Background: an optimization exercise with open tools, aiming at small area, a short achievable clock period and few clock cycles. Do not read the settings as production practice.
No functional check of the RTL was part of this run.

<file path="flow/config.mk">
export PLATFORM = sky130hd
export DESIGN_NAME = SequentialMultiplier
export DESIGN_NICKNAME = SequentialMultiplier
export VERILOG_FILES = /design/flow/design.v
export SDC_FILE = /design/flow/constraint.sdc
export NUM_CORES = 4
export LEC_CHECK = 0
export CAP_MARGIN = 20
export CORE_MARGIN = 2
export CORE_UTILIZATION = 40
export SETUP_SLACK_MARGIN = 1.3
export SLEW_MARGIN = 20
export SYNTH_HIERARCHICAL = 1
</file>
<file path="flow/constraint.sdc">
create_clock -name core_clock -period 4.0 [get_ports {clock}]
set_input_delay 0.8000 -clock core_clock [delete_from_list [all_inputs] [get_ports {clock}]]
set_output_delay 0.8000 -clock core_clock [all_outputs]
set_load 0.01 [all_outputs]
</file>
<file path="flow/design.v">
module SequentialMultiplier(clock, reset, multiplicand, multiplier, product, ready, start);
    parameter N = 32;
    input clock;
    input reset;
    input [N-1:0] multiplicand, multiplier;
    output [2*N-1:0] product;
    output ready;
    input start;
    logic busy;
    logic first, first_n;                
    logic [2:0] count;                   
    logic [N-1:0] m_register;
    logic b0;                            
    logic [34:0] acc_s, acc_c;       
    logic [N-1:0] ph_register;           
    logic [N-1:0] pl_register;           
    logic [3:0] one, two, neg;      
    logic [3:0] one_n1, two_n1, neg_n1;    
    logic [7:0] pend_s, pend_c;          
    logic pend_ci;                       
    logic pend_x;                        
    wire go = start & ~busy;
    wire accumulate = busy & ~count[2];
    wire resolve = busy & count[2];
    assign ready = ~busy;
    wire [8:0] bb = go ? {multiplier[8:1], 1'b0} : pl_register[15:7];
    wire [3:0] one_d, two_d, neg_d;
    genvar j;
    generate
        for (j = 0; j < 4; j = j + 1) begin : enc
            assign one_d[j] = bb[2*j+1] ^ bb[2*j];
            assign two_d[j] = (bb[2*j+2] & ~bb[2*j+1] & ~bb[2*j]) | (~bb[2*j+2] & bb[2*j+1] & bb[2*j]);
            assign neg_d[j] = bb[2*j+2] & ~(bb[2*j+1] & bb[2*j]);
        end
    endgenerate
    wire [34:0] sum_in = first ? {3'b0, m_register & {N{b0}}} : acc_s;
    wire [34:0] carry_in = ~first_n ? {1'b1, 34'b0} : acc_c;
    wire inj41 = ~(count[1] & count[0]);
    wire [N:0] m1 = {1'b0, m_register};
    wire [N:0] m2 = {m_register, 1'b0};
    wire [33:0] row0;
    assign row0[0] = ((one[0] & m1[0]) | (two[0] & m2[0])) ^ neg[0];
    assign row0[1] = ((one[0] & m1[1]) | (two[0] & m2[1])) ^ neg[0];
    assign row0[2] = ((one[0] & m1[2]) | (two[0] & m2[2])) ^ neg[0];
    assign row0[3] = ((one[0] & m1[3]) | (two[0] & m2[3])) ^ neg[0];
    assign row0[4] = ((one[0] & m1[4]) | (two[0] & m2[4])) ^ neg[0];
    assign row0[5] = ((one[0] & m1[5]) | (two[0] & m2[5])) ^ neg[0];
    assign row0[6] = ((one[0] & m1[6]) | (two[0] & m2[6])) ^ neg[0];
    assign row0[7] = ((one[0] & m1[7]) | (two[0] & m2[7])) ^ neg[0];
    assign row0[8] = ((one[0] & m1[8]) | (two[0] & m2[8])) ^ neg[0];
    assign row0[9] = ((one[0] & m1[9]) | (two[0] & m2[9])) ^ neg[0];
    assign row0[10] = ((one[0] & m1[10]) | (two[0] & m2[10])) ^ neg[0];
    assign row0[11] = ((one[0] & m1[11]) | (two[0] & m2[11])) ^ neg[0];
    assign row0[12] = ((one[0] & m1[12]) | (two[0] & m2[12])) ^ neg[0];
    assign row0[13] = ((one[0] & m1[13]) | (two[0] & m2[13])) ^ neg[0];
    assign row0[14] = ((one[0] & m1[14]) | (two[0] & m2[14])) ^ neg[0];
    assign row0[15] = ((one[0] & m1[15]) | (two[0] & m2[15])) ^ neg[0];
    assign row0[16] = ((one[0] & m1[16]) | (two[0] & m2[16])) ^ neg[0];
    assign row0[17] = ((~one_n1[0] & m1[17]) | (~two_n1[0] & m2[17])) ^ ~neg_n1[0];
    assign row0[18] = ((~one_n1[0] & m1[18]) | (~two_n1[0] & m2[18])) ^ ~neg_n1[0];
    assign row0[19] = ((~one_n1[0] & m1[19]) | (~two_n1[0] & m2[19])) ^ ~neg_n1[0];
    assign row0[20] = ((~one_n1[0] & m1[20]) | (~two_n1[0] & m2[20])) ^ ~neg_n1[0];
    assign row0[21] = ((~one_n1[0] & m1[21]) | (~two_n1[0] & m2[21])) ^ ~neg_n1[0];
    assign row0[22] = ((~one_n1[0] & m1[22]) | (~two_n1[0] & m2[22])) ^ ~neg_n1[0];
    assign row0[23] = ((~one_n1[0] & m1[23]) | (~two_n1[0] & m2[23])) ^ ~neg_n1[0];
    assign row0[24] = ((~one_n1[0] & m1[24]) | (~two_n1[0] & m2[24])) ^ ~neg_n1[0];
    assign row0[25] = ((~one_n1[0] & m1[25]) | (~two_n1[0] & m2[25])) ^ ~neg_n1[0];
    assign row0[26] = ((~one_n1[0] & m1[26]) | (~two_n1[0] & m2[26])) ^ ~neg_n1[0];
    assign row0[27] = ((~one_n1[0] & m1[27]) | (~two_n1[0] & m2[27])) ^ ~neg_n1[0];
    assign row0[28] = ((~one_n1[0] & m1[28]) | (~two_n1[0] & m2[28])) ^ ~neg_n1[0];
    assign row0[29] = ((~one_n1[0] & m1[29]) | (~two_n1[0] & m2[29])) ^ ~neg_n1[0];
    assign row0[30] = ((~one_n1[0] & m1[30]) | (~two_n1[0] & m2[30])) ^ ~neg_n1[0];
    assign row0[31] = ((~one_n1[0] & m1[31]) | (~two_n1[0] & m2[31])) ^ ~neg_n1[0];
    assign row0[32] = ((~one_n1[0] & m1[32]) | (~two_n1[0] & m2[32])) ^ ~neg_n1[0];
    assign row0[33] = neg_n1[0];
    wire [33:0] row1;
    assign row1[0] = ((one[1] & m1[0]) | (two[1] & m2[0])) ^ neg[1];
    assign row1[1] = ((one[1] & m1[1]) | (two[1] & m2[1])) ^ neg[1];
    assign row1[2] = ((one[1] & m1[2]) | (two[1] & m2[2])) ^ neg[1];
    assign row1[3] = ((one[1] & m1[3]) | (two[1] & m2[3])) ^ neg[1];
    assign row1[4] = ((one[1] & m1[4]) | (two[1] & m2[4])) ^ neg[1];
    assign row1[5] = ((one[1] & m1[5]) | (two[1] & m2[5])) ^ neg[1];
    assign row1[6] = ((one[1] & m1[6]) | (two[1] & m2[6])) ^ neg[1];
    assign row1[7] = ((one[1] & m1[7]) | (two[1] & m2[7])) ^ neg[1];
    assign row1[8] = ((one[1] & m1[8]) | (two[1] & m2[8])) ^ neg[1];
    assign row1[9] = ((one[1] & m1[9]) | (two[1] & m2[9])) ^ neg[1];
    assign row1[10] = ((one[1] & m1[10]) | (two[1] & m2[10])) ^ neg[1];
    assign row1[11] = ((one[1] & m1[11]) | (two[1] & m2[11])) ^ neg[1];
    assign row1[12] = ((one[1] & m1[12]) | (two[1] & m2[12])) ^ neg[1];
    assign row1[13] = ((one[1] & m1[13]) | (two[1] & m2[13])) ^ neg[1];
    assign row1[14] = ((one[1] & m1[14]) | (two[1] & m2[14])) ^ neg[1];
    assign row1[15] = ((one[1] & m1[15]) | (two[1] & m2[15])) ^ neg[1];
    assign row1[16] = ((one[1] & m1[16]) | (two[1] & m2[16])) ^ neg[1];
    assign row1[17] = ((~one_n1[1] & m1[17]) | (~two_n1[1] & m2[17])) ^ ~neg_n1[1];
    assign row1[18] = ((~one_n1[1] & m1[18]) | (~two_n1[1] & m2[18])) ^ ~neg_n1[1];
    assign row1[19] = ((~one_n1[1] & m1[19]) | (~two_n1[1] & m2[19])) ^ ~neg_n1[1];
    assign row1[20] = ((~one_n1[1] & m1[20]) | (~two_n1[1] & m2[20])) ^ ~neg_n1[1];
    assign row1[21] = ((~one_n1[1] & m1[21]) | (~two_n1[1] & m2[21])) ^ ~neg_n1[1];
    assign row1[22] = ((~one_n1[1] & m1[22]) | (~two_n1[1] & m2[22])) ^ ~neg_n1[1];
    assign row1[23] = ((~one_n1[1] & m1[23]) | (~two_n1[1] & m2[23])) ^ ~neg_n1[1];
    assign row1[24] = ((~one_n1[1] & m1[24]) | (~two_n1[1] & m2[24])) ^ ~neg_n1[1];
    assign row1[25] = ((~one_n1[1] & m1[25]) | (~two_n1[1] & m2[25])) ^ ~neg_n1[1];
    assign row1[26] = ((~one_n1[1] & m1[26]) | (~two_n1[1] & m2[26])) ^ ~neg_n1[1];
    assign row1[27] = ((~one_n1[1] & m1[27]) | (~two_n1[1] & m2[27])) ^ ~neg_n1[1];
    assign row1[28] = ((~one_n1[1] & m1[28]) | (~two_n1[1] & m2[28])) ^ ~neg_n1[1];
    assign row1[29] = ((~one_n1[1] & m1[29]) | (~two_n1[1] & m2[29])) ^ ~neg_n1[1];
    assign row1[30] = ((~one_n1[1] & m1[30]) | (~two_n1[1] & m2[30])) ^ ~neg_n1[1];
    assign row1[31] = ((~one_n1[1] & m1[31]) | (~two_n1[1] & m2[31])) ^ ~neg_n1[1];
    assign row1[32] = ((~one_n1[1] & m1[32]) | (~two_n1[1] & m2[32])) ^ ~neg_n1[1];
    assign row1[33] = neg_n1[1];
    wire [33:0] row2;
    assign row2[0] = ((one[2] & m1[0]) | (two[2] & m2[0])) ^ neg[2];
    assign row2[1] = ((one[2] & m1[1]) | (two[2] & m2[1])) ^ neg[2];
    assign row2[2] = ((one[2] & m1[2]) | (two[2] & m2[2])) ^ neg[2];
    assign row2[3] = ((one[2] & m1[3]) | (two[2] & m2[3])) ^ neg[2];
    assign row2[4] = ((one[2] & m1[4]) | (two[2] & m2[4])) ^ neg[2];
    assign row2[5] = ((one[2] & m1[5]) | (two[2] & m2[5])) ^ neg[2];
    assign row2[6] = ((one[2] & m1[6]) | (two[2] & m2[6])) ^ neg[2];
    assign row2[7] = ((one[2] & m1[7]) | (two[2] & m2[7])) ^ neg[2];
    assign row2[8] = ((one[2] & m1[8]) | (two[2] & m2[8])) ^ neg[2];
    assign row2[9] = ((one[2] & m1[9]) | (two[2] & m2[9])) ^ neg[2];
    assign row2[10] = ((one[2] & m1[10]) | (two[2] & m2[10])) ^ neg[2];
    assign row2[11] = ((one[2] & m1[11]) | (two[2] & m2[11])) ^ neg[2];
    assign row2[12] = ((one[2] & m1[12]) | (two[2] & m2[12])) ^ neg[2];
    assign row2[13] = ((one[2] & m1[13]) | (two[2] & m2[13])) ^ neg[2];
    assign row2[14] = ((one[2] & m1[14]) | (two[2] & m2[14])) ^ neg[2];
    assign row2[15] = ((one[2] & m1[15]) | (two[2] & m2[15])) ^ neg[2];
    assign row2[16] = ((one[2] & m1[16]) | (two[2] & m2[16])) ^ neg[2];
    assign row2[17] = ((~one_n1[2] & m1[17]) | (~two_n1[2] & m2[17])) ^ ~neg_n1[2];
    assign row2[18] = ((~one_n1[2] & m1[18]) | (~two_n1[2] & m2[18])) ^ ~neg_n1[2];
    assign row2[19] = ((~one_n1[2] & m1[19]) | (~two_n1[2] & m2[19])) ^ ~neg_n1[2];
    assign row2[20] = ((~one_n1[2] & m1[20]) | (~two_n1[2] & m2[20])) ^ ~neg_n1[2];
    assign row2[21] = ((~one_n1[2] & m1[21]) | (~two_n1[2] & m2[21])) ^ ~neg_n1[2];
    assign row2[22] = ((~one_n1[2] & m1[22]) | (~two_n1[2] & m2[22])) ^ ~neg_n1[2];
    assign row2[23] = ((~one_n1[2] & m1[23]) | (~two_n1[2] & m2[23])) ^ ~neg_n1[2];
    assign row2[24] = ((~one_n1[2] & m1[24]) | (~two_n1[2] & m2[24])) ^ ~neg_n1[2];
    assign row2[25] = ((~one_n1[2] & m1[25]) | (~two_n1[2] & m2[25])) ^ ~neg_n1[2];
    assign row2[26] = ((~one_n1[2] & m1[26]) | (~two_n1[2] & m2[26])) ^ ~neg_n1[2];
    assign row2[27] = ((~one_n1[2] & m1[27]) | (~two_n1[2] & m2[27])) ^ ~neg_n1[2];
    assign row2[28] = ((~one_n1[2] & m1[28]) | (~two_n1[2] & m2[28])) ^ ~neg_n1[2];
    assign row2[29] = ((~one_n1[2] & m1[29]) | (~two_n1[2] & m2[29])) ^ ~neg_n1[2];
    assign row2[30] = ((~one_n1[2] & m1[30]) | (~two_n1[2] & m2[30])) ^ ~neg_n1[2];
    assign row2[31] = ((~one_n1[2] & m1[31]) | (~two_n1[2] & m2[31])) ^ ~neg_n1[2];
    assign row2[32] = ((~one_n1[2] & m1[32]) | (~two_n1[2] & m2[32])) ^ ~neg_n1[2];
    assign row2[33] = neg_n1[2];
    wire [33:0] row3;
    assign row3[0] = one[3] & m1[0];
    assign row3[1] = ((one[3] & m1[1]) | (two[3] & m2[1])) ^ neg[3];
    assign row3[2] = ((one[3] & m1[2]) | (two[3] & m2[2])) ^ neg[3];
    assign row3[3] = ((one[3] & m1[3]) | (two[3] & m2[3])) ^ neg[3];
    assign row3[4] = ((one[3] & m1[4]) | (two[3] & m2[4])) ^ neg[3];
    assign row3[5] = ((one[3] & m1[5]) | (two[3] & m2[5])) ^ neg[3];
    assign row3[6] = ((one[3] & m1[6]) | (two[3] & m2[6])) ^ neg[3];
    assign row3[7] = ((one[3] & m1[7]) | (two[3] & m2[7])) ^ neg[3];
    assign row3[8] = ((one[3] & m1[8]) | (two[3] & m2[8])) ^ neg[3];
    assign row3[9] = ((one[3] & m1[9]) | (two[3] & m2[9])) ^ neg[3];
    assign row3[10] = ((one[3] & m1[10]) | (two[3] & m2[10])) ^ neg[3];
    assign row3[11] = ((one[3] & m1[11]) | (two[3] & m2[11])) ^ neg[3];
    assign row3[12] = ((one[3] & m1[12]) | (two[3] & m2[12])) ^ neg[3];
    assign row3[13] = ((one[3] & m1[13]) | (two[3] & m2[13])) ^ neg[3];
    assign row3[14] = ((one[3] & m1[14]) | (two[3] & m2[14])) ^ neg[3];
    assign row3[15] = ((one[3] & m1[15]) | (two[3] & m2[15])) ^ neg[3];
    assign row3[16] = ((one[3] & m1[16]) | (two[3] & m2[16])) ^ neg[3];
    assign row3[17] = ((~one_n1[3] & m1[17]) | (~two_n1[3] & m2[17])) ^ ~neg_n1[3];
    assign row3[18] = ((~one_n1[3] & m1[18]) | (~two_n1[3] & m2[18])) ^ ~neg_n1[3];
    assign row3[19] = ((~one_n1[3] & m1[19]) | (~two_n1[3] & m2[19])) ^ ~neg_n1[3];
    assign row3[20] = ((~one_n1[3] & m1[20]) | (~two_n1[3] & m2[20])) ^ ~neg_n1[3];
    assign row3[21] = ((~one_n1[3] & m1[21]) | (~two_n1[3] & m2[21])) ^ ~neg_n1[3];
    assign row3[22] = ((~one_n1[3] & m1[22]) | (~two_n1[3] & m2[22])) ^ ~neg_n1[3];
    assign row3[23] = ((~one_n1[3] & m1[23]) | (~two_n1[3] & m2[23])) ^ ~neg_n1[3];
    assign row3[24] = ((~one_n1[3] & m1[24]) | (~two_n1[3] & m2[24])) ^ ~neg_n1[3];
    assign row3[25] = ((~one_n1[3] & m1[25]) | (~two_n1[3] & m2[25])) ^ ~neg_n1[3];
    assign row3[26] = ((~one_n1[3] & m1[26]) | (~two_n1[3] & m2[26])) ^ ~neg_n1[3];
    assign row3[27] = ((~one_n1[3] & m1[27]) | (~two_n1[3] & m2[27])) ^ ~neg_n1[3];
    assign row3[28] = ((~one_n1[3] & m1[28]) | (~two_n1[3] & m2[28])) ^ ~neg_n1[3];
    assign row3[29] = ((~one_n1[3] & m1[29]) | (~two_n1[3] & m2[29])) ^ ~neg_n1[3];
    assign row3[30] = ((~one_n1[3] & m1[30]) | (~two_n1[3] & m2[30])) ^ ~neg_n1[3];
    assign row3[31] = ((~one_n1[3] & m1[31]) | (~two_n1[3] & m2[31])) ^ ~neg_n1[3];
    assign row3[32] = ((~one_n1[3] & m1[32]) | (~two_n1[3] & m2[32])) ^ ~neg_n1[3];
    assign row3[33] = neg_n1[3];
    wire hs0, hc0;
    HalfAdder ha0 (carry_in[3], sum_in[3], hs0, hc0);
    wire hs1, hc1;
    HalfAdder ha1 (carry_in[4], sum_in[4], hs1, hc1);
    wire fs0, fc0;
    FullAdder fa0 (carry_in[5], sum_in[5], neg[2], fs0, fc0);
    wire hs2, hc2;
    HalfAdder ha2 (row0[4], row1[2], hs2, hc2);
    wire fs1, fc1;
    FullAdder fa1 (carry_in[6], sum_in[6], row0[5], fs1, fc1);
    wire hs3, hc3;
    HalfAdder ha3 (row1[3], row2[1], hs3, hc3);
    wire fs2, fc2;
    FullAdder fa2 (carry_in[7], sum_in[7], row0[6], fs2, fc2);
    wire fs3, fc3;
    FullAdder fa3 (row1[4], row2[2], row3[0], fs3, fc3);
    wire fs4, fc4;
    FullAdder fa4 (carry_in[8], sum_in[8], row0[7], fs4, fc4);
    wire fs5, fc5;
    FullAdder fa5 (row1[5], row2[3], row3[1], fs5, fc5);
    wire fs6, fc6;
    FullAdder fa6 (carry_in[9], sum_in[9], row0[8], fs6, fc6);
    wire fs7, fc7;
    FullAdder fa7 (row1[6], row2[4], row3[2], fs7, fc7);
    wire fs8, fc8;
    FullAdder fa8 (carry_in[10], sum_in[10], row0[9], fs8, fc8);
    wire fs9, fc9;
    FullAdder fa9 (row1[7], row2[5], row3[3], fs9, fc9);
    wire fs10, fc10;
    FullAdder fa10 (carry_in[11], sum_in[11], row0[10], fs10, fc10);
    wire fs11, fc11;
    FullAdder fa11 (row1[8], row2[6], row3[4], fs11, fc11);
    wire fs12, fc12;
    FullAdder fa12 (carry_in[12], sum_in[12], row0[11], fs12, fc12);
    wire fs13, fc13;
    FullAdder fa13 (row1[9], row2[7], row3[5], fs13, fc13);
    wire fs14, fc14;
    FullAdder fa14 (carry_in[13], sum_in[13], row0[12], fs14, fc14);
    wire fs15, fc15;
    FullAdder fa15 (row1[10], row2[8], row3[6], fs15, fc15);
    wire fs16, fc16;
    FullAdder fa16 (carry_in[14], sum_in[14], row0[13], fs16, fc16);
    wire fs17, fc17;
    FullAdder fa17 (row1[11], row2[9], row3[7], fs17, fc17);
    wire fs18, fc18;
    FullAdder fa18 (carry_in[15], sum_in[15], row0[14], fs18, fc18);
    wire fs19, fc19;
    FullAdder fa19 (row1[12], row2[10], row3[8], fs19, fc19);
    wire fs20, fc20;
    FullAdder fa20 (carry_in[16], sum_in[16], row0[15], fs20, fc20);
    wire fs21, fc21;
    FullAdder fa21 (row1[13], row2[11], row3[9], fs21, fc21);
    wire fs22, fc22;
    FullAdder fa22 (carry_in[17], sum_in[17], row0[16], fs22, fc22);
    wire fs23, fc23;
    FullAdder fa23 (row1[14], row2[12], row3[10], fs23, fc23);
    wire fs24, fc24;
    FullAdder fa24 (carry_in[18], sum_in[18], row0[17], fs24, fc24);
    wire fs25, fc25;
    FullAdder fa25 (row1[15], row2[13], row3[11], fs25, fc25);
    wire fs26, fc26;
    FullAdder fa26 (carry_in[19], sum_in[19], row0[18], fs26, fc26);
    wire fs27, fc27;
    FullAdder fa27 (row1[16], row2[14], row3[12], fs27, fc27);
    wire fs28, fc28;
    FullAdder fa28 (carry_in[20], sum_in[20], row0[19], fs28, fc28);
    wire fs29, fc29;
    FullAdder fa29 (row1[17], row2[15], row3[13], fs29, fc29);
    wire fs30, fc30;
    FullAdder fa30 (carry_in[21], sum_in[21], row0[20], fs30, fc30);
    wire fs31, fc31;
    FullAdder fa31 (row1[18], row2[16], row3[14], fs31, fc31);
    wire fs32, fc32;
    FullAdder fa32 (carry_in[22], sum_in[22], row0[21], fs32, fc32);
    wire fs33, fc33;
    FullAdder fa33 (row1[19], row2[17], row3[15], fs33, fc33);
    wire fs34, fc34;
    FullAdder fa34 (carry_in[23], sum_in[23], row0[22], fs34, fc34);
    wire fs35, fc35;
    FullAdder fa35 (row1[20], row2[18], row3[16], fs35, fc35);
    wire fs36, fc36;
    FullAdder fa36 (carry_in[24], sum_in[24], row0[23], fs36, fc36);
    wire fs37, fc37;
    FullAdder fa37 (row1[21], row2[19], row3[17], fs37, fc37);
    wire fs38, fc38;
    FullAdder fa38 (carry_in[25], sum_in[25], row0[24], fs38, fc38);
    wire fs39, fc39;
    FullAdder fa39 (row1[22], row2[20], row3[18], fs39, fc39);
    wire fs40, fc40;
    FullAdder fa40 (carry_in[26], sum_in[26], row0[25], fs40, fc40);
    wire fs41, fc41;
    FullAdder fa41 (row1[23], row2[21], row3[19], fs41, fc41);
    wire fs42, fc42;
    FullAdder fa42 (carry_in[27], sum_in[27], row0[26], fs42, fc42);
    wire fs43, fc43;
    FullAdder fa43 (row1[24], row2[22], row3[20], fs43, fc43);
    wire fs44, fc44;
    FullAdder fa44 (carry_in[28], sum_in[28], row0[27], fs44, fc44);
    wire fs45, fc45;
    FullAdder fa45 (row1[25], row2[23], row3[21], fs45, fc45);
    wire fs46, fc46;
    FullAdder fa46 (carry_in[29], sum_in[29], row0[28], fs46, fc46);
    wire fs47, fc47;
    FullAdder fa47 (row1[26], row2[24], row3[22], fs47, fc47);
    wire fs48, fc48;
    FullAdder fa48 (carry_in[30], sum_in[30], row0[29], fs48, fc48);
    wire fs49, fc49;
    FullAdder fa49 (row1[27], row2[25], row3[23], fs49, fc49);
    wire fs50, fc50;
    FullAdder fa50 (carry_in[31], sum_in[31], row0[30], fs50, fc50);
    wire fs51, fc51;
    FullAdder fa51 (row1[28], row2[26], row3[24], fs51, fc51);
    wire fs52, fc52;
    FullAdder fa52 (carry_in[32], sum_in[32], row0[31], fs52, fc52);
    wire fs53, fc53;
    FullAdder fa53 (row1[29], row2[27], row3[25], fs53, fc53);
    wire fs54, fc54;
    FullAdder fa54 (carry_in[33], sum_in[33], row0[32], fs54, fc54);
    wire fs55, fc55;
    FullAdder fa55 (row1[30], row2[28], row3[26], fs55, fc55);
    wire fs56, fc56;
    FullAdder fa56 (carry_in[34], sum_in[34], row0[33], fs56, fc56);
    wire fs57, fc57;
    FullAdder fa57 (row1[31], row2[29], row3[27], fs57, fc57);
    wire fs58 = ~(row1[32] ^ row2[30]);
    wire fc58 = row1[32] | row2[30];
    wire hs4, hc4;
    HalfAdder ha4 (carry_in[1], sum_in[1], hs4, hc4);
    wire hs5, hc5;
    HalfAdder ha5 (carry_in[2], sum_in[2], hs5, hc5);
    wire fs59, fc59;
    FullAdder fa59 (hs0, neg[1], row0[2], fs59, fc59);
    wire fs60, fc60;
    FullAdder fa60 (hc0, hs1, row0[3], fs60, fc60);
    wire fs61, fc61;
    FullAdder fa61 (hc1, row2[0], fs0, fs61, fc61);
    wire fs62, fc62;
    FullAdder fa62 (fc0, hc2, hs3, fs62, fc62);
    wire fs63, fc63;
    FullAdder fa63 (hc3, fc1, fs2, fs63, fc63);
    wire fs64, fc64;
    FullAdder fa64 (fc2, fc3, fs4, fs64, fc64);
    wire fs65, fc65;
    FullAdder fa65 (fc4, fc5, fs6, fs65, fc65);
    wire fs66, fc66;
    FullAdder fa66 (fc6, fc7, fs8, fs66, fc66);
    wire fs67, fc67;
    FullAdder fa67 (fc8, fc9, fs10, fs67, fc67);
    wire fs68, fc68;
    FullAdder fa68 (fc10, fc11, fs12, fs68, fc68);
    wire fs69, fc69;
    FullAdder fa69 (fc12, fc13, fs14, fs69, fc69);
    wire fs70, fc70;
    FullAdder fa70 (fc14, fc15, fs16, fs70, fc70);
    wire fs71, fc71;
    FullAdder fa71 (fc16, fc17, fs18, fs71, fc71);
    wire fs72, fc72;
    FullAdder fa72 (fc18, fc19, fs20, fs72, fc72);
    wire fs73, fc73;
    FullAdder fa73 (fc20, fc21, fs22, fs73, fc73);
    wire fs74, fc74;
    FullAdder fa74 (fc22, fc23, fs24, fs74, fc74);
    wire fs75, fc75;
    FullAdder fa75 (fc24, fc25, fs26, fs75, fc75);
    wire fs76, fc76;
    FullAdder fa76 (fc26, fc27, fs28, fs76, fc76);
    wire fs77, fc77;
    FullAdder fa77 (fc28, fc29, fs30, fs77, fc77);
    wire fs78, fc78;
    FullAdder fa78 (fc30, fc31, fs32, fs78, fc78);
    wire fs79, fc79;
    FullAdder fa79 (fc32, fc33, fs34, fs79, fc79);
    wire fs80, fc80;
    FullAdder fa80 (fc34, fc35, fs36, fs80, fc80);
    wire fs81, fc81;
    FullAdder fa81 (fc36, fc37, fs38, fs81, fc81);
    wire fs82, fc82;
    FullAdder fa82 (fc38, fc39, fs40, fs82, fc82);
    wire fs83, fc83;
    FullAdder fa83 (fc40, fc41, fs42, fs83, fc83);
    wire fs84, fc84;
    FullAdder fa84 (fc42, fc43, fs44, fs84, fc84);
    wire fs85, fc85;
    FullAdder fa85 (fc44, fc45, fs46, fs85, fc85);
    wire fs86, fc86;
    FullAdder fa86 (fc46, fc47, fs48, fs86, fc86);
    wire fs87, fc87;
    FullAdder fa87 (fc48, fc49, fs50, fs87, fc87);
    wire fs88, fc88;
    FullAdder fa88 (fc50, fc51, fs52, fs88, fc88);
    wire fs89, fc89;
    FullAdder fa89 (fc52, fc53, fs54, fs89, fc89);
    wire fs90, fc90;
    FullAdder fa90 (fc54, fc55, fs56, fs90, fc90);
    wire fs91, fc91;
    FullAdder fa91 (row3[28], fc56, fc57, fs91, fc91);
    wire fs92, fc92;
    FullAdder fa92 (row1[33], row2[31], row3[29], fs92, fc92);
    wire hs6 = ~row2[32];
    wire hc6 = row2[32];
    wire hs7, hc7;
    HalfAdder ha7 (carry_in[0], pend_x, hs7, hc7);
    wire fs93, fc93;
    FullAdder fa93 (hs4, neg[0], row0[0], fs93, fc93);
    wire fs94, fc94;
    FullAdder fa94 (hc4, hs5, row0[1], fs94, fc94);
    wire fs95, fc95;
    FullAdder fa95 (hc5, row1[0], fs59, fs95, fc95);
    wire fs96, fc96;
    FullAdder fa96 (row1[1], fc59, fs60, fs96, fc96);
    wire fs97, fc97;
    FullAdder fa97 (hs2, fc60, fs61, fs97, fc97);
    wire fs98, fc98;
    FullAdder fa98 (fs1, fc61, fs62, fs98, fc98);
    wire fs99, fc99;
    FullAdder fa99 (fs3, fc62, fs63, fs99, fc99);
    wire fs100, fc100;
    FullAdder fa100 (fs5, fc63, fs64, fs100, fc100);
    wire fs101, fc101;
    FullAdder fa101 (fs7, fc64, fs65, fs101, fc101);
    wire fs102, fc102;
    FullAdder fa102 (fs9, fc65, fs66, fs102, fc102);
    wire fs103, fc103;
    FullAdder fa103 (fs11, fc66, fs67, fs103, fc103);
    wire fs104, fc104;
    FullAdder fa104 (fs13, fc67, fs68, fs104, fc104);
    wire fs105, fc105;
    FullAdder fa105 (fs15, fc68, fs69, fs105, fc105);
    wire fs106, fc106;
    FullAdder fa106 (fs17, fc69, fs70, fs106, fc106);
    wire fs107, fc107;
    FullAdder fa107 (fs19, fc70, fs71, fs107, fc107);
    wire fs108, fc108;
    FullAdder fa108 (fs21, fc71, fs72, fs108, fc108);
    wire fs109, fc109;
    FullAdder fa109 (fs23, fc72, fs73, fs109, fc109);
    wire fs110, fc110;
    FullAdder fa110 (fs25, fc73, fs74, fs110, fc110);
    wire fs111, fc111;
    FullAdder fa111 (fs27, fc74, fs75, fs111, fc111);
    wire fs112, fc112;
    FullAdder fa112 (fs29, fc75, fs76, fs112, fc112);
    wire fs113, fc113;
    FullAdder fa113 (fs31, fc76, fs77, fs113, fc113);
    wire fs114, fc114;
    FullAdder fa114 (fs33, fc77, fs78, fs114, fc114);
    wire fs115, fc115;
    FullAdder fa115 (fs35, fc78, fs79, fs115, fc115);
    wire fs116, fc116;
    FullAdder fa116 (fs37, fc79, fs80, fs116, fc116);
    wire fs117, fc117;
    FullAdder fa117 (fs39, fc80, fs81, fs117, fc117);
    wire fs118, fc118;
    FullAdder fa118 (fs41, fc81, fs82, fs118, fc118);
    wire fs119, fc119;
    FullAdder fa119 (fs43, fc82, fs83, fs119, fc119);
    wire fs120, fc120;
    FullAdder fa120 (fs45, fc83, fs84, fs120, fc120);
    wire fs121, fc121;
    FullAdder fa121 (fs47, fc84, fs85, fs121, fc121);
    wire fs122, fc122;
    FullAdder fa122 (fs49, fc85, fs86, fs122, fc122);
    wire fs123, fc123;
    FullAdder fa123 (fs51, fc86, fs87, fs123, fc123);
    wire fs124, fc124;
    FullAdder fa124 (fs53, fc87, fs88, fs124, fc124);
    wire fs125, fc125;
    FullAdder fa125 (fs55, fc88, fs89, fs125, fc125);
    wire fs126, fc126;
    FullAdder fa126 (fs57, fc89, fs90, fs126, fc126);
    wire fs127, fc127;
    FullAdder fa127 (fs58, fc90, fs91, fs127, fc127);
    wire fs128, fc128;
    FullAdder fa128 (fc58, fs92, fc91, fs128, fc128);
    wire fs129, fc129;
    FullAdder fa129 (row3[30], hs6, fc92, fs129, fc129);
    wire fs130, fc130;
    FullAdder fa130 (row2[33], row3[31], hc6, fs130, fc130);
    wire hs8 = ~row3[32];
    wire hc8 = row3[32];
    wire [42:0] tx = {1'b0, inj41, row3[33], hs8, fs130, fs129, fc127, fc126, fc125, fc124, fc123, fc122, fc121, fc120, fc119, fc118, fc117, fc116, fc115, fc114, fc113, fc112, fc111, fc110, fc109, fc108, fc107, fc106, fc105, fc104, fc103, fc102, fc101, fc100, fc99, fc98, fc97, fc96, fc95, fc94, fc93, hc7, sum_in[0]};
    wire [42:0] ty = {1'b0, 1'b0, hc8, fc130, fc129, fc128, fs128, fs127, fs126, fs125, fs124, fs123, fs122, fs121, fs120, fs119, fs118, fs117, fs116, fs115, fs114, fs113, fs112, fs111, fs110, fs109, fs108, fs107, fs106, fs105, fs104, fs103, fs102, fs101, fs100, fs99, fs98, fs97, fs96, fs95, fs94, fs93, hs7};
    wire [39:0] fsum;
    wire low_ci;
    FinalAdder final_add ({acc_s[N-1:0], pend_s}, {acc_c[N-1:0], pend_c}, pend_ci, fsum, low_ci);
    wire [7:0] low = fsum[7:0];
    wire [N-1:0] hi = fsum[39:8];
    assign product = {ph_register, pl_register};
    always_ff @(posedge clock) begin
        if (~busy)
            m_register <= multiplicand;
        if (go)
            b0 <= multiplier[0];
        one <= one_d;
        two <= two_d;
        neg <= neg_d;
        one_n1 <= ~one_d;
        two_n1 <= ~two_d;
        neg_n1 <= ~neg_d;
        pend_s <= tx[7:0];
        pend_c <= ty[7:0];
        pend_x <= ~go & neg[3] & ~(one[3] & m_register[0]);
        pend_ci <= ~first & low_ci;
        acc_s <= tx[42:8];
        acc_c <= ty[42:8];
        if (resolve)
            ph_register <= hi;
        if (go)
            pl_register <= {1'b0, multiplier[N-1:1]};
        else if (busy)
            pl_register <= {low, pl_register[N-1:8]};
    end
    always_ff @(posedge clock or posedge reset) begin
        if (reset) begin
            first <= 1'b0;
            first_n <= 1'b1;
        end else begin
            first <= go;
            first_n <= ~go;
        end
    end
    always_ff @(posedge clock or posedge reset) begin
        if (reset) begin
            busy <= 1'b0;
            count <= '0;
        end else if (go) begin
            busy <= 1'b1;
            count <= '0;
        end else if (busy) begin
            count <= count + 1'b1;
            if (count == 3'd4)
                busy <= 1'b0;
        end
    end
endmodule
module FinalAdder(input [39:0] x, input [39:0] y, input ci,
                  output [39:0] sum, output c8);
    wire p0, g0;
    HalfAdder pg0 (x[0], y[0], p0, g0);
    wire p1, g1;
    HalfAdder pg1 (x[1], y[1], p1, g1);
    wire p2, g2;
    HalfAdder pg2 (x[2], y[2], p2, g2);
    wire p3, g3;
    HalfAdder pg3 (x[3], y[3], p3, g3);
    wire p4, g4;
    HalfAdder pg4 (x[4], y[4], p4, g4);
    wire p5, g5;
    HalfAdder pg5 (x[5], y[5], p5, g5);
    wire p6, g6;
    HalfAdder pg6 (x[6], y[6], p6, g6);
    wire p7, g7;
    HalfAdder pg7 (x[7], y[7], p7, g7);
    wire p8, g8;
    HalfAdder pg8 (x[8], y[8], p8, g8);
    wire p9, g9;
    HalfAdder pg9 (x[9], y[9], p9, g9);
    wire p10, g10;
    HalfAdder pg10 (x[10], y[10], p10, g10);
    wire p11, g11;
    HalfAdder pg11 (x[11], y[11], p11, g11);
    wire p12, g12;
    HalfAdder pg12 (x[12], y[12], p12, g12);
    wire p13, g13;
    HalfAdder pg13 (x[13], y[13], p13, g13);
    wire p14, g14;
    HalfAdder pg14 (x[14], y[14], p14, g14);
    wire p15, g15;
    HalfAdder pg15 (x[15], y[15], p15, g15);
    wire p16, g16;
    HalfAdder pg16 (x[16], y[16], p16, g16);
    wire p17, g17;
    HalfAdder pg17 (x[17], y[17], p17, g17);
    wire p18, g18;
    HalfAdder pg18 (x[18], y[18], p18, g18);
    wire p19, g19;
    HalfAdder pg19 (x[19], y[19], p19, g19);
    wire p20, g20;
    HalfAdder pg20 (x[20], y[20], p20, g20);
    wire p21, g21;
    HalfAdder pg21 (x[21], y[21], p21, g21);
    wire p22, g22;
    HalfAdder pg22 (x[22], y[22], p22, g22);
    wire p23, g23;
    HalfAdder pg23 (x[23], y[23], p23, g23);
    wire p24, g24;
    HalfAdder pg24 (x[24], y[24], p24, g24);
    wire p25, g25;
    HalfAdder pg25 (x[25], y[25], p25, g25);
    wire p26, g26;
    HalfAdder pg26 (x[26], y[26], p26, g26);
    wire p27, g27;
    HalfAdder pg27 (x[27], y[27], p27, g27);
    wire p28, g28;
    HalfAdder pg28 (x[28], y[28], p28, g28);
    wire p29, g29;
    HalfAdder pg29 (x[29], y[29], p29, g29);
    wire p30, g30;
    HalfAdder pg30 (x[30], y[30], p30, g30);
    wire p31, g31;
    HalfAdder pg31 (x[31], y[31], p31, g31);
    wire p32, g32;
    HalfAdder pg32 (x[32], y[32], p32, g32);
    wire p33, g33;
    HalfAdder pg33 (x[33], y[33], p33, g33);
    wire p34, g34;
    HalfAdder pg34 (x[34], y[34], p34, g34);
    wire p35, g35;
    HalfAdder pg35 (x[35], y[35], p35, g35);
    wire p36, g36;
    HalfAdder pg36 (x[36], y[36], p36, g36);
    wire p37, g37;
    HalfAdder pg37 (x[37], y[37], p37, g37);
    wire p38, g38;
    HalfAdder pg38 (x[38], y[38], p38, g38);
    wire p39, g39;
    HalfAdder pg39 (x[39], y[39], p39, g39);
    wire G0;
    AndOr go0 (p0, ci, g0, G0);
    wire G1;
    AndOr go1 (p2, g1, g2, G1);
    wire P1;
    And2 po1 (p2, p1, P1);
    wire G2;
    AndOr go2 (p4, g3, g4, G2);
    wire P2;
    And2 po2 (p4, p3, P2);
    wire G3;
    AndOr go3 (p6, g5, g6, G3);
    wire P3;
    And2 po3 (p6, p5, P3);
    wire G4;
    AndOr go4 (p8, g7, g8, G4);
    wire P4;
    And2 po4 (p8, p7, P4);
    wire G5;
    AndOr go5 (p10, g9, g10, G5);
    wire P5;
    And2 po5 (p10, p9, P5);
    wire G6;
    AndOr go6 (p12, g11, g12, G6);
    wire P6;
    And2 po6 (p12, p11, P6);
    wire G7;
    AndOr go7 (p14, g13, g14, G7);
    wire P7;
    And2 po7 (p14, p13, P7);
    wire G8;
    AndOr go8 (p16, g15, g16, G8);
    wire P8;
    And2 po8 (p16, p15, P8);
    wire G9;
    AndOr go9 (p18, g17, g18, G9);
    wire P9;
    And2 po9 (p18, p17, P9);
    wire G10;
    AndOr go10 (p20, g19, g20, G10);
    wire P10;
    And2 po10 (p20, p19, P10);
    wire G11;
    AndOr go11 (p22, g21, g22, G11);
    wire P11;
    And2 po11 (p22, p21, P11);
    wire G12;
    AndOr go12 (p24, g23, g24, G12);
    wire P12;
    And2 po12 (p24, p23, P12);
    wire G13;
    AndOr go13 (p26, g25, g26, G13);
    wire P13;
    And2 po13 (p26, p25, P13);
    wire G14;
    AndOr go14 (p28, g27, g28, G14);
    wire P14;
    And2 po14 (p28, p27, P14);
    wire G15;
    AndOr go15 (p30, g29, g30, G15);
    wire P15;
    And2 po15 (p30, p29, P15);
    wire G16;
    AndOr go16 (p32, g31, g32, G16);
    wire P16;
    And2 po16 (p32, p31, P16);
    wire G17;
    AndOr go17 (p34, g33, g34, G17);
    wire P17;
    And2 po17 (p34, p33, P17);
    wire G18;
    AndOr go18 (p36, g35, g36, G18);
    wire P18;
    And2 po18 (p36, p35, P18);
    wire G19;
    AndOr go19 (p38, g37, g38, G19);
    wire P19;
    And2 po19 (p38, p37, P19);
    wire G20;
    AndOr go20 (p1, G0, g1, G20);
    wire G21;
    AndOr go21 (P1, G0, G1, G21);
    wire G22;
    AndOr go22 (p5, G2, g5, G22);
    wire P22;
    And2 po22 (p5, P2, P22);
    wire G23;
    AndOr go23 (P3, G2, G3, G23);
    wire P23;
    And2 po23 (P3, P2, P23);
    wire G24;
    AndOr go24 (p9, G4, g9, G24);
    wire P24;
    And2 po24 (p9, P4, P24);
    wire G25;
    AndOr go25 (P5, G4, G5, G25);
    wire P25;
    And2 po25 (P5, P4, P25);
    wire G26;
    AndOr go26 (p13, G6, g13, G26);
    wire P26;
    And2 po26 (p13, P6, P26);
    wire G27;
    AndOr go27 (P7, G6, G7, G27);
    wire P27;
    And2 po27 (P7, P6, P27);
    wire G28;
    AndOr go28 (p17, G8, g17, G28);
    wire P28;
    And2 po28 (p17, P8, P28);
    wire G29;
    AndOr go29 (P9, G8, G9, G29);
    wire P29;
    And2 po29 (P9, P8, P29);
    wire G30;
    AndOr go30 (p21, G10, g21, G30);
    wire P30;
    And2 po30 (p21, P10, P30);
    wire G31;
    AndOr go31 (P11, G10, G11, G31);
    wire P31;
    And2 po31 (P11, P10, P31);
    wire G32;
    AndOr go32 (p25, G12, g25, G32);
    wire P32;
    And2 po32 (p25, P12, P32);
    wire G33;
    AndOr go33 (P13, G12, G13, G33);
    wire P33;
    And2 po33 (P13, P12, P33);
    wire G34;
    AndOr go34 (p29, G14, g29, G34);
    wire P34;
    And2 po34 (p29, P14, P34);
    wire G35;
    AndOr go35 (P15, G14, G15, G35);
    wire P35;
    And2 po35 (P15, P14, P35);
    wire G36;
    AndOr go36 (p33, G16, g33, G36);
    wire P36;
    And2 po36 (p33, P16, P36);
    wire G37;
    AndOr go37 (P17, G16, G17, G37);
    wire P37;
    And2 po37 (P17, P16, P37);
    wire G38;
    AndOr go38 (p37, G18, g37, G38);
    wire P38;
    And2 po38 (p37, P18, P38);
    wire G39;
    AndOr go39 (P19, G18, G19, G39);
    wire P39;
    And2 po39 (P19, P18, P39);
    wire G40;
    AndOr go40 (p3, G21, g3, G40);
    wire G41;
    AndOr go41 (P2, G21, G2, G41);
    wire G42;
    AndOr go42 (P22, G21, G22, G42);
    wire G43;
    AndOr go43 (P23, G21, G23, G43);
    wire G44;
    AndOr go44 (p11, G25, g11, G44);
    wire P44;
    And2 po44 (p11, P25, P44);
    wire G45;
    AndOr go45 (P6, G25, G6, G45);
    wire P45;
    And2 po45 (P6, P25, P45);
    wire G46;
    AndOr go46 (P26, G25, G26, G46);
    wire P46;
    And2 po46 (P26, P25, P46);
    wire G47;
    AndOr go47 (P27, G25, G27, G47);
    wire P47;
    And2 po47 (P27, P25, P47);
    wire G48;
    AndOr go48 (p19, G29, g19, G48);
    wire P48;
    And2 po48 (p19, P29, P48);
    wire G49;
    AndOr go49 (P10, G29, G10, G49);
    wire P49;
    And2 po49 (P10, P29, P49);
    wire G50;
    AndOr go50 (P30, G29, G30, G50);
    wire P50;
    And2 po50 (P30, P29, P50);
    wire G51;
    AndOr go51 (P31, G29, G31, G51);
    wire P51;
    And2 po51 (P31, P29, P51);
    wire G52;
    AndOr go52 (p27, G33, g27, G52);
    wire P52;
    And2 po52 (p27, P33, P52);
    wire G53;
    AndOr go53 (P14, G33, G14, G53);
    wire P53;
    And2 po53 (P14, P33, P53);
    wire G54;
    AndOr go54 (P34, G33, G34, G54);
    wire P54;
    And2 po54 (P34, P33, P54);
    wire G55;
    AndOr go55 (P35, G33, G35, G55);
    wire P55;
    And2 po55 (P35, P33, P55);
    wire G56;
    AndOr go56 (p35, G37, g35, G56);
    wire P56;
    And2 po56 (p35, P37, P56);
    wire G57;
    AndOr go57 (P18, G37, G18, G57);
    wire P57;
    And2 po57 (P18, P37, P57);
    wire G58;
    AndOr go58 (P38, G37, G38, G58);
    wire P58;
    And2 po58 (P38, P37, P58);
    wire G59;
    AndOr go59 (P39, G37, G39, G59);
    wire P59;
    And2 po59 (P39, P37, P59);
    wire G60;
    AndOr go60 (p7, G43, g7, G60);
    wire G61;
    AndOr go61 (P4, G43, G4, G61);
    wire G62;
    AndOr go62 (P24, G43, G24, G62);
    wire G63;
    AndOr go63 (P25, G43, G25, G63);
    wire G64;
    AndOr go64 (P44, G43, G44, G64);
    wire G65;
    AndOr go65 (P45, G43, G45, G65);
    wire G66;
    AndOr go66 (P46, G43, G46, G66);
    wire G67;
    AndOr go67 (P47, G43, G47, G67);
    wire G68;
    AndOr go68 (p23, G51, g23, G68);
    wire P68;
    And2 po68 (p23, P51, P68);
    wire G69;
    AndOr go69 (P12, G51, G12, G69);
    wire P69;
    And2 po69 (P12, P51, P69);
    wire G70;
    AndOr go70 (P32, G51, G32, G70);
    wire P70;
    And2 po70 (P32, P51, P70);
    wire G71;
    AndOr go71 (P33, G51, G33, G71);
    wire P71;
    And2 po71 (P33, P51, P71);
    wire G72;
    AndOr go72 (P52, G51, G52, G72);
    wire P72;
    And2 po72 (P52, P51, P72);
    wire G73;
    AndOr go73 (P53, G51, G53, G73);
    wire P73;
    And2 po73 (P53, P51, P73);
    wire G74;
    AndOr go74 (P54, G51, G54, G74);
    wire P74;
    And2 po74 (P54, P51, P74);
    wire G75;
    AndOr go75 (P55, G51, G55, G75);
    wire P75;
    And2 po75 (P55, P51, P75);
    wire G76;
    AndOr go76 (p39, G59, g39, G76);
    wire P76;
    And2 po76 (p39, P59, P76);
    wire G77;
    AndOr go77 (p15, G67, g15, G77);
    wire G78;
    AndOr go78 (P8, G67, G8, G78);
    wire G79;
    AndOr go79 (P28, G67, G28, G79);
    wire G80;
    AndOr go80 (P29, G67, G29, G80);
    wire G81;
    AndOr go81 (P48, G67, G48, G81);
    wire G82;
    AndOr go82 (P49, G67, G49, G82);
    wire G83;
    AndOr go83 (P50, G67, G50, G83);
    wire G84;
    AndOr go84 (P51, G67, G51, G84);
    wire G85;
    AndOr go85 (P68, G67, G68, G85);
    wire G86;
    AndOr go86 (P69, G67, G69, G86);
    wire G87;
    AndOr go87 (P70, G67, G70, G87);
    wire G88;
    AndOr go88 (P71, G67, G71, G88);
    wire G89;
    AndOr go89 (P72, G67, G72, G89);
    wire G90;
    AndOr go90 (P73, G67, G73, G90);
    wire G91;
    AndOr go91 (P74, G67, G74, G91);
    wire G92;
    AndOr go92 (P75, G67, G75, G92);
    wire G93;
    AndOr go93 (p31, G92, g31, G93);
    wire G94;
    AndOr go94 (P16, G92, G16, G94);
    wire G95;
    AndOr go95 (P36, G92, G36, G95);
    wire G96;
    AndOr go96 (P37, G92, G37, G96);
    wire G97;
    AndOr go97 (P56, G92, G56, G97);
    wire G98;
    AndOr go98 (P57, G92, G57, G98);
    wire G99;
    AndOr go99 (P58, G92, G58, G99);
    wire G100;
    AndOr go100 (P59, G92, G59, G100);
    wire G101;
    AndOr go101 (P76, G92, G76, G101);
    Xor2 sx0 (p0, ci, sum[0]);
    Xor2 sx1 (p1, G0, sum[1]);
    Xor2 sx2 (p2, G20, sum[2]);
    Xor2 sx3 (p3, G21, sum[3]);
    Xor2 sx4 (p4, G40, sum[4]);
    Xor2 sx5 (p5, G41, sum[5]);
    Xor2 sx6 (p6, G42, sum[6]);
    Xor2 sx7 (p7, G43, sum[7]);
    Xor2 sx8 (p8, G60, sum[8]);
    Xor2 sx9 (p9, G61, sum[9]);
    Xor2 sx10 (p10, G62, sum[10]);
    Xor2 sx11 (p11, G63, sum[11]);
    Xor2 sx12 (p12, G64, sum[12]);
    Xor2 sx13 (p13, G65, sum[13]);
    Xor2 sx14 (p14, G66, sum[14]);
    Xor2 sx15 (p15, G67, sum[15]);
    Xor2 sx16 (p16, G77, sum[16]);
    Xor2 sx17 (p17, G78, sum[17]);
    Xor2 sx18 (p18, G79, sum[18]);
    Xor2 sx19 (p19, G80, sum[19]);
    Xor2 sx20 (p20, G81, sum[20]);
    Xor2 sx21 (p21, G82, sum[21]);
    Xor2 sx22 (p22, G83, sum[22]);
    Xor2 sx23 (p23, G84, sum[23]);
    Xor2 sx24 (p24, G85, sum[24]);
    Xor2 sx25 (p25, G86, sum[25]);
    Xor2 sx26 (p26, G87, sum[26]);
    Xor2 sx27 (p27, G88, sum[27]);
    Xor2 sx28 (p28, G89, sum[28]);
    Xor2 sx29 (p29, G90, sum[29]);
    Xor2 sx30 (p30, G91, sum[30]);
    Xor2 sx31 (p31, G92, sum[31]);
    Xor2 sx32 (p32, G93, sum[32]);
    Xor2 sx33 (p33, G94, sum[33]);
    Xor2 sx34 (p34, G95, sum[34]);
    Xor2 sx35 (p35, G96, sum[35]);
    Xor2 sx36 (p36, G97, sum[36]);
    Xor2 sx37 (p37, G98, sum[37]);
    Xor2 sx38 (p38, G99, sum[38]);
    Xor2 sx39 (p39, G100, sum[39]);
    assign c8 = G60;
endmodule
module AndOr(input a, input b, input c, output y);
    assign y = (a & b) | c;
endmodule
module And2(input a, input b, output y);
    assign y = a & b;
endmodule
module Xor2(input a, input b, output y);
    assign y = a ^ b;
endmodule
module FullAdder(input a, input b, input c, output s, output co);
    assign s = a ^ b ^ c;
    assign co = (a & b) | (a & c) | (b & c);
endmodule
module HalfAdder(input a, input b, output s, output co);
    assign s = a ^ b;
    assign co = a & b;
endmodule
</file>
<file path="flow/flow/run.sh">
#!/bin/bash
# Standard layout (the standard.sh, unchanged synthesis and steps), with
# the port buffers made from sky130_fd_sc_hd__buf_1 instead of the flow's
# default pick. Every tool's output goes to standard.log here.
set -euo pipefail
export BUFFER_PORTS_ARGS="-buffer_cell sky130_fd_sc_hd__buf_1"
bash standard.sh > standard.log 2>&1
</file>
<file path="flow/standard.sh">
#!/bin/bash
# synth_recipe.tcl (not shown) runs the flow's synth.tcl, then flattens the netlist and writes it again
# the make line also repeats each setting of config.mk as NAME=value (left out here)
make -C /OpenROAD-flow-scripts/flow DESIGN_CONFIG=/design/flow/config.mk WORK_HOME=/design/flow/orfs CLKGATE_MAP_FILE= SYNTH_SCRIPT=/design/flow/synth_recipe.tcl "${@:-finish}"
</file>
==> flow_metrics.tcl <==
set metrics [dict create \
    final_area_sq_um 15700 \
    critPathLaunch "m_register[27]$_DFFE_PN_" \
    postLayoutCoreUtil_pct 45.4 \
    die_w_microns 191 \
    tightest_slew_ns 0.994 \
    hold_violations 0 \
    cap_viol_max_count 0 \
    report.final.slew_viol_count 0 \
    critPathCaptureType "flop" \
    synthFlopType "dfxtp_1" \
    required_ns 4.39 \
    cts_tree "yes" \
    synthTopCellsByArea "edfxtp_1 21%, fa_1 19%, dfxtp_1 16%" \
    hold_class "in -> async" \
    synthCells 1260 \
    initial_utilization_pct 40.5 \
    reg2reg_from "m_register[27]$_DFFE_PN_" \
    synth_commonest_cells "133 x nand2_1, 133 x xnor2_1, 130 x fa_1, 110 x dfxtp_1, 100 x a21o_1" \
    yosys_warnings 7 \
    slowest_stage "fa_1" \
    min_period_over_period_pct 66.0 \
    place_area_sq_um 14800 \
    wl_mm 34.8 \
    core_area_sq_um 34500 \
    final_nets 1605 \
    rsz0062_at_grt "yes" \
    num_vias 9471 \
    place_hpwl_mm 25.8 \
    pin_count 132 \
    drive_gt1_share_pct 6.41 \
    clk_pin_slew_ns 0.06 \
    firstDrtPassIters 5 \
    ys_seq_area_share_pct 37.5 \
    clk_latency_ns 0.54 \
    grt_pass1_vias 10100 \
    grt_pass1_wl_mm 55.4 \
    setup_viol 0 \
    worstSetupStartpointType "flop" \
    synth.largest_area_cell "edfxtp_1" \
    die_area_sq_um 36400 \
    fp.dieH_microns 191 \
    status "timing/DRC/antenna clean" \
    via_per_inst 5.18 \
    slew_headroom_pct 33.8 \
    path_cells "inv_1 -> o22ai_1 -> xnor2_1 -> fa_1 -> fa_1 -> fa_1" \
    area_growth_pct 12.2 \
    netlist.area_leader.share_pct 20.7 \
    grt_max_degree 47 \
    ys_async_sr_fraction_pct 2.83 \
    h-tree-depth 1 \
    portBuffers 131 \
    cts_buffers 24 \
    tns_ns 0 \
    grt_use_total_pct 19.4 \
    critPathKind "reg -> reg" \
    drc 0 \
    antenna_cells 0 \
    postRouteAntennaNets 0 \
    cts_hold_buf 0 \
    wl_per_cell_microns 19.0 \
    max_freq_mhz 379 \
    syn_area_sq_um 14000 \
    cts-root-buf "clkbuf_16" \
    ys_types 43 \
    arrival_ns 3.03 \
    critPathMaxFanout 8 \
    clock_skew_ns 0.0320 \
    gp_congestion 0.832 \
    layout_min_cycle_time_ns 2.64 \
    drtIter0Drc 623 \
    overflow 0 \
    max_stage_delay_ns 0.51 \
    synth_edf_count 96 \
    crit_top_cell "fa_1" \
    avgSynthCellArea_sq_um 11.1 \
    max-clock-path-buffers 3 \
    grt_antenna_before_repair 0 \
    synth-seq-cells 212 \
    cts.sinks 212 \
    num_rows 68 \
]
[cell families after synthesis]
group	synth area share (%)
flip-flops	37.5
AO/OA/AOI/OAI	13.7
XOR/XNOR	11.2
adder cells (fa/ha/maj)	23.4
buffers and inverters	4.32
multiplexers	0.601
AND/OR/NAND/NOR	9.23
other	0.0269
[path summary, 6_finish.rpt]
path	to	slack, ns	cells after the start
min in group core_clock	m_register[1]$_DFFE_PN_	0.43	1
worst max-delay path	acc_c[20]$_DFF_P_	1.36	6
worst max register to register	acc_c[20]$_DFF_P_	1.36	6
worst min register to register	pend_c[0]$_DFF_P_	0.48	1
max in group asynchronous	first_n$_DFF_PP1_	3.53	2
worst min-delay path	busy$_DFF_PP0_	0.20	2
[placed cells by master (no fill, tap or decap), types with 53 or more instances in the layout]
master,n
and2_1,97
a21o_1,97
ha_1,53
a22oi_1,64
xnor2_1,133
inv_1,62
nand2_1,133
fa_1,130
dfxtp_1,89
o22ai_1,62
buf_1,131
edfxtp_1,96
[per-module statistics from Yosys, one instance, submodules excluded, a selection]
module / copies in the design / flops+latches / area [sq um] / cells inside
And2: 61 / 0 / 6.26 / 1
AndOr: 100 / 0 / 7.51 / 1
FullAdder: 130 / 0 / 20.0 / 1
HalfAdder: 47 / 0 / 12.5 / 1
SequentialMultiplier: 1 / 212 / 9280 / 882
Xor2: 40 / 0 / 8.76 / 1
[cell type report]
cell class,instances,area [sq um]
fill,3265,18800
inverter,65,246
clock inverter,10,87.6
multi-input combinational,907,8130
tap,455,569
timing repair buffer,145,608
clock buffer,34,753
sequential,212,5270
[routing by layer]
metal	GRT usage [%]	vias to the layer above	part of all wire, %
li1	-	4451	-
met4	6.41	0	3.0
met3	3.20	62	6.9
met5	0	-	0
met1	27.0	4621	44
met2	30.9	337	46
[state kept, by name (all words and copies together), names as in the netlist, 3 cells and up]
| name | count |
|---|---|
| acc_c | 33 |
| acc_s | 34 |
| count | 3 |
| m_register | 32 |
| neg | 4 |
| neg_n1 | 4 |
| one | 4 |
| one_n1 | 4 |
| pend_c | 8 |
| pend_s | 8 |
| ph_register | 32 |
| pl_register | 32 |
| two | 4 |
| two_n1 | 4 |
[metrics by stage]
step                      instances  setup WS [ns]  hold slack (ns)
after floorplan                1261           1.44            0.326
after global placement         1783           1.26            0.480
after detailed placement       1783           1.22            0.475
after CTS                      1827           1.31            0.190
after global routing           1828           1.28            0.200
final                          1828           1.36            0.195
[critical path: cells and delay by family, from the launching register on]
family / cells / cell delay [ns]
compound gates: 1 / 0.16
fa+ha+maj: 3 / 1.38
buf+inv: 1 / 0.29
flops: 1 / 0.47
xor+xnor: 1 / 0.21
[timing repair]
item                                    in CTS  in global routing
pin swaps                                    0                  0
buffers inserted                             0                  1
gates resized for setup                     10                 21
endpoints found under the setup margin      48                 62

[re-timing with driven ports]
The results above use ideal ports. As a check the final layout listed here was re-extracted and re-timed, cells and wires unchanged.
Step 1 sets driving cells, clkbuf_16 on the clock port and buf_2 on the other inputs (assumed; they add their load-dependent delay and slew).
Step 2, shift: input delay + t, output delay - t, t = (earliest + latest rising clock arrival at the registers) / 2. This alone moves slack from input paths to output paths.
Three values: no drivers, after step 1, after step 2; two values: the first two.
t, ns: 0.571
slack for setup (ns): 1.358 / 1.358 / 1.358
hold slack, ns: 0.195 / 0.166 / 0.478
clock arrival spread, ns: 0.035 / 0.035
worst slew at a driven data input, ns: 0.06
After both steps this run still meets setup and hold. For this run, drivers alone change the setup slack by 0.000 ns; drivers and shift together by 0.000 ns.
